What follows belongs to an exercise in optimizing a design on an open flow for small area; a production flow would make more cautious choices.
Only simulation tests tie the RTL to the original design; equivalence was not proved.
No activity file was given, so power comes from the tool's default toggle rates.

--- flow/config.mk ---
export PLATFORM = sky130hd
export DESIGN_NAME = top_PF
export DESIGN_NICKNAME = top_PF
export VERILOG_FILES = /design/flow/design.v
export SDC_FILE = /design/flow/constraint.sdc
export NUM_CORES = 4
export LEC_CHECK = 0
export ABC_AREA = 1
export CAP_MARGIN = 20
export CORE_MARGIN = 2
export CORE_UTILIZATION = 70
export CTS_BUF_LIST = sky130_fd_sc_hd__clkbuf_16
export CTS_CLUSTER_DIAMETER = 90
export CTS_CLUSTER_SIZE = 24
export SLEW_MARGIN = 20
--- flow/constraint.sdc ---
create_clock -name core_clock -period 20.0 [get_ports {clk}]
set_input_delay 4.0000 -clock core_clock [delete_from_list [all_inputs] [get_ports {clk}]]
set_output_delay 4.0000 -clock core_clock [all_outputs]
set_load 0.01 [all_outputs]
--- flow/design.v ---
module pf_add #(parameter W = 8) (
    input  [W-1:0] a,
    input  [W-1:0] b,
    input          ci,
    output [W-1:0] s,
    output         co
);
wire [W:0] c;
assign c[0] = ci;
genvar k;
generate
  for (k = 0; k < W; k = k + 1) begin : bit_
    wire p = a[k] ^ b[k];
    assign s[k]   = p ^ c[k];
    assign c[k+1] = (a[k] & b[k]) | (p & c[k]);
  end
endgenerate
assign co = c[W];
endmodule
module pf_mulb #(parameter WA = 17) (
    input  [WA-1:0]   a,
    input  [7:0]      b,
    output [WA+7:0]   p
);
localparam W = WA + 2;            
wire [W-1:0] ax  = {{2{a[WA-1]}}, a};
wire [W-1:0] ax2 = {a[WA-1], a, 1'b0};
wire [8:0] bb = {b, 1'b0};
wire [W-1:0] s [0:3];
genvar i;
generate
  for (i = 0; i < 4; i = i + 1) begin : dig_
    wire b0 = bb[2*i], b1 = bb[2*i+1], b2 = bb[2*i+2];
    wire one = b0 ^ b1;
    wire two = (b2 & ~b1 & ~b0) | (~b2 & b1 & b0);
    wire neg = b2;
    wire [W-1:0] q = (({W{one}} & ax) | ({W{two}} & ax2)) ^ {W{neg}};
    if (i == 0) begin : first_
      pf_add #(W) u (.a(q), .b({W{1'b0}}), .ci(neg), .s(s[0]), .co());
    end else begin : row_
      wire [W-1:0] sh = {{2{s[i-1][W-1]}}, s[i-1][W-1:2]};
      pf_add #(W) u (.a(sh), .b(q), .ci(neg), .s(s[i]), .co());
      assign p[2*i-1:2*i-2] = s[i-1][1:0];
    end
  end
endgenerate
assign p[WA+7:6] = s[3][WA+1:0];
endmodule
module top_PF (
    input  signed [7:0] i_signals,
    input               clk,
    input               rst,
    output              o_clock,
    output signed [7:0] o_signal,
    output        [1:0] pwm
);
reg [3:0] pa;    
reg [4:0] pb;    
wire pb_wrap = (pb == 5'd23);
always @(posedge clk or negedge rst)
  if (!rst) begin
    pa <= 4'd0;
    pb <= 5'd0;
  end else begin
    pb <= pb_wrap ? 5'd0 : pb + 5'd1;
    if (pb_wrap) pa <= (pa == 4'd14) ? 4'd0 : pa + 4'd1;
  end
wire pa3  = (pa == 4'd3);
wire pa7  = (pa == 4'd7);
wire pa11 = (pa == 4'd11);
wire pa12 = (pa == 4'd12);
wire pa13 = (pa == 4'd13);
wire ev_x    = pa3  && (pb == 5'd18);    
wire ev_dn   = pa11 && (pb == 5'd6);     
wire ev_s    = pa11 && (pb == 5'd7);     
wire c0      = pa11 && (pb == 5'd8);     
wire ev_p2   = pa12 && (pb == 5'd14);    
wire c30     = pa12 && (pb == 5'd14);    
wire c31     = pa12 && (pb == 5'd15);    
wire c60     = pa13 && (pb == 5'd20);    
wire lapA    = (pa11 && pb >= 5'd9) || (pa12 && pb <= 5'd13);    
wire mcalc   = (pa12 && pb >= 5'd15) || (pa13 && pb <= 5'd19);   
wire slip    = mcalc || c60;                                     
wire ge89  = (pa > 4'd3) || (pa3 && pb >= 5'd17);
wire le178 = (pa < 4'd7) || (pa7 && pb <= 5'd10);
wire ge269 = (pa > 4'd11) || (pa11 && pb >= 5'd5);
wire le358 = !(pa == 4'd14 && pb == 5'd23);
reg  r_oclk;
always @(posedge clk or negedge rst)
  if (!rst) r_oclk <= 1'b0;
  else r_oclk <= (ge89 && le178) || (ge269 && le358);
assign o_clock = r_oclk;
reg clr;
always @(posedge clk or negedge rst)
  if (!rst) clr <= 1'b1;
  else if (pa == 4'd2 && pb == 5'd9) clr <= 1'b0;     
reg  [7:0] re [0:48];
reg  [7:0] ro [0:48];
reg        par;           
reg  signed [14:0] acc1;
wire [7:0] xnew = {~i_signals[7], i_signals[6:0]};
wire w1 = (pa3 && pb >= 5'd19) || (pa == 4'd4) || (pa == 4'd5 && pb <= 5'd18);    
wire w2 = (pa == 4'd5 && pb >= 5'd19) || (pa == 4'd6) || (pa7 && pb <= 5'd19);    
wire rsel = w1 ? ~par : par;
wire [7:0] h1 = rsel ? ro[0] : re[0];
integer i;
always @(posedge clk) begin
  for (i = 0; i < 48; i = i + 1) begin
    re[i] <= re[i+1];
    ro[i] <= ro[i+1];
  end
  re[48] <= clr ? 8'd0 : ((ev_x && !par) ? xnew : re[0]);
  ro[48] <= clr ? 8'd0 : ((ev_x &&  par) ? xnew : ro[0]);
end
always @(posedge clk or negedge rst)
  if (!rst) par <= 1'b0;
  else if (ev_x) par <= ~par;
wire [14:0] a1_in = ev_x ? {{6{xnew[7]}}, xnew, 1'b0} : acc1;
wire [14:0] a1_sum;
wire [7:0] h1g = (ev_x || w1 || w2) ? h1 : 8'd0;    
pf_add #(15) u_a1 (.a(a1_in), .b({{7{h1g[7]}}, h1g}), .ci(1'b0), .s(a1_sum), .co());
always @(posedge clk)
  acc1 <= a1_sum;
wire [20:0] a1x = {{6{acc1[14]}}, acc1};
wire [20:0] t9, t41;
pf_add #(21) u_w1 (.a(a1x), .b({a1x[17:0], 3'b000}), .ci(1'b0), .s(t9),  .co());
pf_add #(21) u_w2 (.a(t9),  .b({a1x[15:0], 5'b00000}), .ci(1'b0), .s(t41), .co());
wire [8:0] W = t41[20:12];
reg  [3:0] r2 [0:57];
reg  [5:0] q2;
reg        pend2, run2;
wire [3:0] h2 = r2[0];
wire       start2 = pend2 && !run2 && (q2 == 6'd0);
wire       end2   = run2 && (q2 == 6'd0);
reg  signed [13:0] acc2;
reg  [7:0] zold, zrun;
wire [7:0] zsrc = start2 ? zold : zrun;
wire [7:0] znext;
wire [3:0] h2g = (start2 || run2) ? h2 : 4'd0;
pf_add #(8) u_z (.a(zsrc), .b({{4{h2g[3]}}, h2g}), .ci(1'b0), .s(znext), .co());
wire [13:0] a2_in = start2 ? {{5{W[8]}}, W} : acc2;
wire [13:0] a2_sum;
wire [7:0] zadd = (start2 || run2) ? zsrc : 8'd0;    
pf_add #(14) u_a2 (.a(a2_in), .b({{6{zadd[7]}}, zadd}), .ci(1'b0), .s(a2_sum), .co());
wire [3:0] enew = W[3:0] - zrun[3:0];
always @(posedge clk) begin
  for (i = 0; i < 57; i = i + 1) r2[i] <= r2[i+1];
  r2[57] <= clr ? 4'd0 : (end2 ? enew : h2);
  zrun <= znext;
end
always @(posedge clk or negedge rst)
  if (!rst) begin
    q2 <= 6'd0;
    pend2 <= 1'b0;
    run2 <= 1'b0;
    acc2 <= 14'sd0;
    zold <= 8'd0;
  end else begin
    q2 <= (end2 || q2 == 6'd57) ? 6'd0 : q2 + 6'd1;
    if (ev_p2) pend2 <= 1'b1;
    else if (start2) pend2 <= 1'b0;
    if (start2) run2 <= 1'b1;
    else if (end2) run2 <= 1'b0;
    acc2 <= a2_sum;
    if (start2) zold <= znext;
  end
wire [22:0] bx = {{9{acc2[13]}}, acc2};
wire [22:0] b17, b273;
pf_add #(23) u_v1 (.a(bx),  .b({bx[18:0], 4'b0000}), .ci(1'b0), .s(b17),  .co());
pf_add #(23) u_v2 (.a(b17), .b({bx[14:0], 8'b00000000}), .ci(1'b0), .s(b273), .co());
wire [27:0] qx = {{12{b273[21]}}, b273[21:6]};
wire [27:0] q17, q529, q4625;
pf_add #(28) u_v3 (.a(qx),   .b({qx[23:0], 4'b0000}), .ci(1'b0), .s(q17),  .co());
pf_add #(28) u_v4 (.a(q17),  .b({qx[18:0], 9'b0}),    .ci(1'b0), .s(q529), .co());
pf_add #(28) u_v5 (.a(q529), .b({qx[15:0], 12'b0}),   .ci(1'b0), .s(q4625), .co());
wire [7:0] V = q4625[27:20];
reg  [3:0]  xr [0:29];
reg  [3:0]  dv;
reg  [7:0]  x0r, xrun;
reg  [15:0] hr [0:29];
reg  signed [23:0] acc;
reg  signed [15:0] yn;
reg  [7:0]  dn;
reg  [7:0]  mreg, mleft;
wire [3:0]  xh = xr[0];
wire [15:0] hh = hr[0];
wire [16:0] wo;
pf_add #(17) u_wo (.a({dn[7], dn, 8'd0}), .b(~{yn[15], yn}), .ci(1'b1), .s(wo), .co());
wire [16:0] mop1 = slip ? wo : {hh[15], hh};
wire [7:0]  mop2 = xrun;
wire [24:0] mp;
pf_mulb #(17) u_mul (.a(mop1), .b(mop2), .p(mp));
wire c22;
pf_add #(17) u_c22 (.a(mp[16:0]), .b(mp[21:5]), .ci(1'b0), .s(), .co(c22));
wire [7:0] mnew;
pf_add #(8) u_mn (.a(mp[24:17]), .b({{5{mp[24]}}, mp[24:22]}), .ci(c22), .s(mnew), .co());
wire [7:0] msel = c31 ? mleft : mreg;
wire [20:0] hx = {{5{hh[15]}}, hh};
wire [20:0] h33;
pf_add #(21) u_h33 (.a(hx), .b({hx[15:0], 5'b00000}), .ci(1'b0), .s(h33), .co());
wire [7:0] fl = {{2{h33[20]}}, h33[20:15]};    
wire nz = |hh[14:0];
wire [7:0] dlt;
pf_add #(8) u_dl (.a(msel), .b(~fl), .ci(~nz), .s(dlt), .co());
wire [15:0] hnew;    
wire [7:0]  dlg = hupd ? dlt : 8'd0;
pf_add #(16) u_hn (.a(hh), .b({{8{dlg[7]}}, dlg}), .ci(1'b0), .s(hnew), .co());
wire hupd = c0 || mcalc;
wire [7:0] xstep;
wire [3:0] xd = (lapA || mcalc) ? xh : 4'd0;           
pf_add #(8) u_xs (.a(xrun), .b(~{{4{xd[3]}}, xd}), .ci(1'b1), .s(xstep), .co());
wire [23:0] acc_sum;
wire [23:0] pacc = (c0 || lapA) ? mp[23:0] : 24'd0;    
pf_add #(24) u_acc (.a(c0 ? 24'd0 : acc), .b(pacc), .ci(1'b0), .s(acc_sum), .co());
always @(posedge clk) begin
  for (i = 0; i < 29; i = i + 1) begin
    xr[i] <= xr[i+1];
    hr[i] <= hr[i+1];
  end
  xr[29] <= clr ? 4'd0 : (slip ? dv : xh);
  hr[29] <= clr ? 16'd0 : hnew;
  if (c0) dv <= V[3:0] - x0r[3:0];
  else if (slip) dv <= xh;
  if (c0 || c30 || clr) xrun <= x0r;    
  else xrun <= xstep;
end
always @(posedge clk or negedge rst)
  if (!rst) begin
    acc <= 24'sd0;
    yn <= 16'sd0;
    dn <= 8'd0;
    x0r <= 8'd0;
    mreg <= 8'd0;
    mleft <= 8'd0;
  end else begin
    acc <= acc_sum;
    if (ev_s) yn <= acc[23:8];
    if (ev_dn) dn <= {~i_signals[7], i_signals[6:0]};
    if (mcalc) mreg <= mnew;
    if (c60) mleft <= mnew;
    if (c30) x0r <= V;
  end
assign o_signal = {~wo[15], wo[14:8]};
reg [4:0] c31c;   
always @(posedge clk or negedge rst)
  if (!rst) c31c <= 5'd0;
  else if (pb == 5'd12) c31c <= (c31c < 5'd30) ? c31c + 5'd1 : 5'd0;
wire [4:0] tri5 = (c31c <= 5'd15) ? c31c : 5'd30 - c31c;
wire [3:0] t = tri5[3:0];
wire [15:0] T16 = {t, t, t, t};
wire tp1 = t[3] & ~(&t[2:0]);
wire [15:0] u  = wo[15:0] ^ 16'h8000;
wire [15:0] un = ~u;
wire [3:0]  tl1 = t + {3'b000, tp1};
wire [3:0]  tl4 = t + {3'b000, tp1} - 4'd1;
wire ge1a = (u[3:0] >= tl1);
wire ge1b = (u[7:4] > t)   || (u[7:4] == t   && ge1a);
wire ge1c = (u[11:8] > t)  || (u[11:8] == t  && ge1b);
wire g1   = (u[15:12] > t) || (u[15:12] == t && ge1c);
wire ge4a = (un[3:0] >= tl4);
wire ge4b = (un[7:4] > t)   || (un[7:4] == t   && ge4a);
wire ge4c = (un[11:8] > t)  || (un[11:8] == t  && ge4b);
wire ge4d = (un[15:12] > t) || (un[15:12] == t && ge4c);
wire g4   = (t == 4'd0) || ((|u) && ge4d);
wire [1:0] raw = {~g1 & g4, g1 & ~g4};
reg [1:0] s6, s7, s12;
always @(posedge clk) begin
  if (pb == 5'd6)  s6  <= raw;
  if (pb == 5'd7)  s7  <= raw;
  if (pb == 5'd12) s12 <= raw;
end
wire young = clr && (pa == 4'd0) && (pb < 5'd9);
wire [1:0] d9 = (pb >= 5'd7  && pb <= 5'd15) ? s6  :
                (pb == 5'd16)                ? s7  :
                (pb >= 5'd17 && pb <= 5'd21) ? s12 : raw;
wire [1:0] r9 = young ? 2'b00 : d9;
wire dead = (r9 == 2'b01 && raw == 2'b10) || (r9 == 2'b10 && raw == 2'b01);
assign pwm = dead ? 2'b00 : raw;
endmodule
--- flow/flow/run.sh ---
#!/bin/bash
# The standard layout (standard.sh: every ORFS step, synthesis included,
# unchanged), with two options passed to it:
#  - CTS_ARGS: the clock tree as cts.tcl would build it from config.mk's CTS
#    settings, plus -dont_use_dummy_load (no dummy loads on the leaf nets);
#  - BUFFER_PORTS_ARGS: every input and output port is still buffered, with
#    sky130_fd_sc_hd__buf_1 instead of the delay cell buffer_ports picks.
# ORFS writes each step's full log under orfs/logs/; make's own output goes
# to standard_flow.log.
set -euo pipefail
CTS="-sink_clustering_enable -repair_clock_nets -dont_use_dummy_load"
CTS="$CTS -buf_list sky130_fd_sc_hd__clkbuf_16"
CTS="$CTS -sink_clustering_size 24 -sink_clustering_max_diameter 90"
bash standard.sh "CTS_ARGS=$CTS" "BUFFER_PORTS_ARGS=-buffer_cell sky130_fd_sc_hd__buf_1" finish > standard_flow.log 2>&1
--- flow/standard.sh ---
#!/bin/bash
# synth_recipe.tcl (not shown) runs the flow's synth.tcl, then flattens the netlist and writes it again
# the make line also repeats each setting of config.mk as NAME=value (left out here)
make -C /OpenROAD-flow-scripts/flow DESIGN_CONFIG=/design/flow/config.mk WORK_HOME=/design/flow/orfs CLKGATE_MAP_FILE= SYNTH_SCRIPT=/design/flow/synth_recipe.tcl "${@:-finish}"
==> results.yml <==
yosys:
  yosysTopAreaCellShare_pct: 67.0
  syn-num-nets: 3901
  synth_edf_count: 10
  synth_compound_gate_area_share_pct: 4.06
  synth_simple_gate_area_share_pct: 4.22
  synthXorXnorAreaFrac_pct: 1.70
  synth_area_leaders: "dfxtp_1, fa_1, dfrtp_1, ha_1, inv_1"
  synthCells: 3534
  ys_seq_elements: 1776
  mappedNetlistArea_um2: 49200
  synth-async-reset-ratio_pct: 6.70
  synthAdderAreaFrac_pct: 12.5
  synth_seq_area_share_pct: 73.6
  syn_avg_cell_area_um2: 13.9
  yosys_warnings: 7
  synthDistinctLibCells: 64
  ys.flop_type: "dfxtp_1"
  synthMuxAreaShare_pct: 0.132
  synth_top_family_by_area: "adder cells"
  yosys.area.top_type: "dfxtp_1"
route:
  drc: 0
  wl_met3_um: 4620
  dr.pass1.iters: 6
  drt-met1-wl_um: 40600
  drt_iter0_drc: 1910
  finalWirelength_um: 97400
  wire_per_inst_um: 21.5
  top_layer_used: "met4"
  wl_met2_um: 48300
  antenna_violating_nets_post_route: 0
  drt-vias-per-instance: 5.28
  vias: 23900
sta:
  fmax_mhz: 61.1
  final_hold_viol_count: 0
  tightest_slew_ns: 1.09
  setup_violations: 0
  slew_violations: 0
  period_share_pct: 81.8
  holdWs_ns: 0.273
  tns_ns: 0
  period_needed_ns: 16.36
  skew_ns: 0.107
  slew_headroom_pct: 27.0
  rsz0062_at_grt: "false"
setup_path:
  cp_max_fo: 25
  reg2regPathDepth: 47
  path_common_cell: "fa_1"
  slowest_delay_ns: 0.50
  worst-setup-path-type: "reg -> reg"
  timing.rr.end: "mleft[6]"
  required_ns: 20.49
  start_kind: "flop"
  crit_path_end_kind: "flop"
  arrival_ns: 16.85
  reg2reg_slack_ns: 3.64
  slowest_stage: "dfrtp_1"
  reg2reg_from: "pb[0]"
pwr:
  p_leak_uw: 0.0231
  p_switching_uw: 1040
  internal_power_uw: 4300
  combPwrFrac_pct: 0.2
  ir_worst_vdd_uv: 104
  seq_power_share_pct: 66.3
  p_sw_share_pct: 19.5
  power_frac_clock_pct: 33.6
  total_power_uw: 5340
  p_per_area_nw_per_um2: 102
place:
  portBuffers: 20
  gp_congestion: 0.912
  dp_hpwl_um: 57900
layout:
  area_growth_pct: 6.58
  nets: 3966
  multi_input_area_um2: 11100
  nFillCells: 3835
  drive_gt1_share_pct: 4.81
  layout.cells.most_common: "dfxtp_1"
  diodes: 0
  mostFrequentLayoutCells: "dfxtp_1, inv_1, nand2_1"
  regArea_um2: 36300
global_routing:
  grt_usage_pct: 27.7
  grt_pass1_vias: 26200
  grt_overflow: 0
  antenna_found_initial: 3
  grt_max_degree: 67
  grt_first_pass_wirelength_um: 154000
clock_network:
  cts_resized: 0
  clock-sinks: 1776
  clock_latency_ns: 0.68
  cts_tree: "yes"
  clockRootBuffer: "clkbuf_16"
  clockBufferDepth: 3
  path_clk_slew_ns: 0.09
  htreeDepth: 3
  cts_made_buffers: 85
  cts_setup_buffers: 0
  hold_buffers: 0
min_path:
  holdPathStages: 0
  hold-path-endpoint: "re[24][3]"
  hold_start: "re[25][3]"
  hp-class: "reg -> reg"
floorplan:
  dieWidth_um: 269
  io_pins: 21
  start_util_pct: 70.5
  core_area_um2: 69800
  dieArea_um2: 72500
  num_rows: 97
  die_h_um: 269
outcome:
  status: "complete, no violations"
job:
  maxCapViolCount: 0
[layout make-up]
| class | count | area share (%) |
|---|---|---|
| repair buffers | 35 | 0.365 |
| clock buffers | 85 | 4.05 |
| well taps | 940 | 2.24 |
| inverters | 418 | 3.01 |
| flip-flops and latches | 1776 | 69.1 |
| multi-input cells | 1283 | 21.2 |
[power groups by stage]
| stage | sequential (uW) | clock [uW] | combinational [uW] |
|---|---|---|---|
| floorplan | 3620 | 0 | 2.00 |
| global placement | 3620 | 0 | 9.63 |
| detailed placement | 3620 | 0 | 9.92 |
| CTS | 3540 | 1820 | 10.0 |
| global route | 3540 | 1920 | 10.9 |
| finish | 3540 | 1790 | 9.71 |
[flip-flops by register name, indices dropped and copies added (netlist names), 4 cells and up]
| signal | flops |
|---|---|
| acc | 24 |
| acc1 | 15 |
| acc2 | 14 |
| c31c | 5 |
| dn | 8 |
| dv | 4 |
| hr | 480 |
| mleft | 8 |
| mreg | 8 |
| pa | 4 |
| pb | 5 |
| q2 | 6 |
| r2 | 232 |
| re | 392 |
| ro | 392 |
| x0r | 8 |
| xr | 120 |
| xrun | 8 |
| yn | 16 |
| zold | 8 |
| zrun | 8 |
[stage by stage]
step / setup WS (ns) / instance area (um^2) / utilization [%] / instances
after CTS: 3.63 / 52500 / 75.2 / 4537
final: 3.64 / 52500 / 75.2 / 4537
after global routing: 2.96 / 52500 / 75.2 / 4537
after global placement: 4.04 / 50300 / 72.1 / 4452
after detailed placement: 3.70 / 50300 / 72.1 / 4452
after floorplan: 5.15 / 49200 / - / 3534
[worst max-delay path by stage]
stage	from	end	slack, ns	cells past startpoint
6_report	pb[0]	mleft[6]	3.64	47
4_1_cts	pb[0]	mleft[6]	3.63	47
3_3_place_gp	pb[0]	mleft[6]	4.04	47
5_1_grt	pb[0]	mleft[6]	2.96	47
3_5_place_dp	pb[0]	mleft[6]	3.70	47
2_1_floorplan	pb[0]	mleft[6]	5.15	48
[cell families (layout without fill, tap and decap cells)]
logic type / Yosys count / in the layout
compound gates: 341 / 341
mux: 6 / 6
fa+ha+maj: 357 / 357
simple gates: 485 / 485
buf+inv: 475 / 538
xor+xnor: 94 / 94
flops: 1776 / 1776
[critical path, delay by kind of cell, from the launching register on]
kind / cells / cell delay [ns]
AND/OR/NAND/NOR: 5 / 1.46
XOR/XNOR: 1 / 0.18
flip-flops: 1 / 0.50
buffers and inverters: 4 / 0.35
adder cells (fa/ha/maj): 34 / 13.16
AO/OA/AOI/OAI: 3 / 0.58
[cells in the mapped netlist, types with 11 or more instances]
master	count
o21ai_2	15
dfxtp_1	1647
nor3_1	13
inv_2	11
o22ai_1	67
inv_1	401
o21ai_0	137
nand2_1	276
dfrtp_1	118
a21oi_1	61
or2_2	11
o211ai_1	11
fa_1	224
ha_1	133
nand3_1	29
xor2_1	77
xnor2_1	15
clkbuf_1	38
nor2_1	121
[layer usage]
metal	GRT usage (%)	vias up
met1	36.3	11800
li1	-	11000
met2	47.1	823
met3	4.23	287
met5	0	-
met4	10.2	0

what the ideal ports hide:
Ports are ideal in the flow. The routed layout listed here was re-timed in OpenROAD. Step 1 (the two cells are an assumption about what drives the block):
set clk [get_ports {clk}]
set_driving_cell -lib_cell sky130_fd_sc_hd__clkbuf_16 $clk
set_driving_cell -lib_cell sky130_fd_sc_hd__buf_2 [delete_from_list [all_inputs] $clk]
Step 2 times the ports against the registers' clock, not the clock port: input delays grow and output delays shrink by t, the midpoint of the rising clock arrivals with the driver on. Three values: ideal, step 1, step 2; two values: the first two.
t, ns: 0.698
setup WS [ns]: 3.637 / 3.637 / 3.637
hold WS [ns]: 0.273 / 0.273 / 0.273
latest minus earliest clock arrival (ns): 0.115 / 0.116
cell pins on the clock port's net: 1
After both steps setup and hold are still met in this run. The setup slack of this run moves by 0.000 ns with the drivers and by 0.000 ns with both steps.
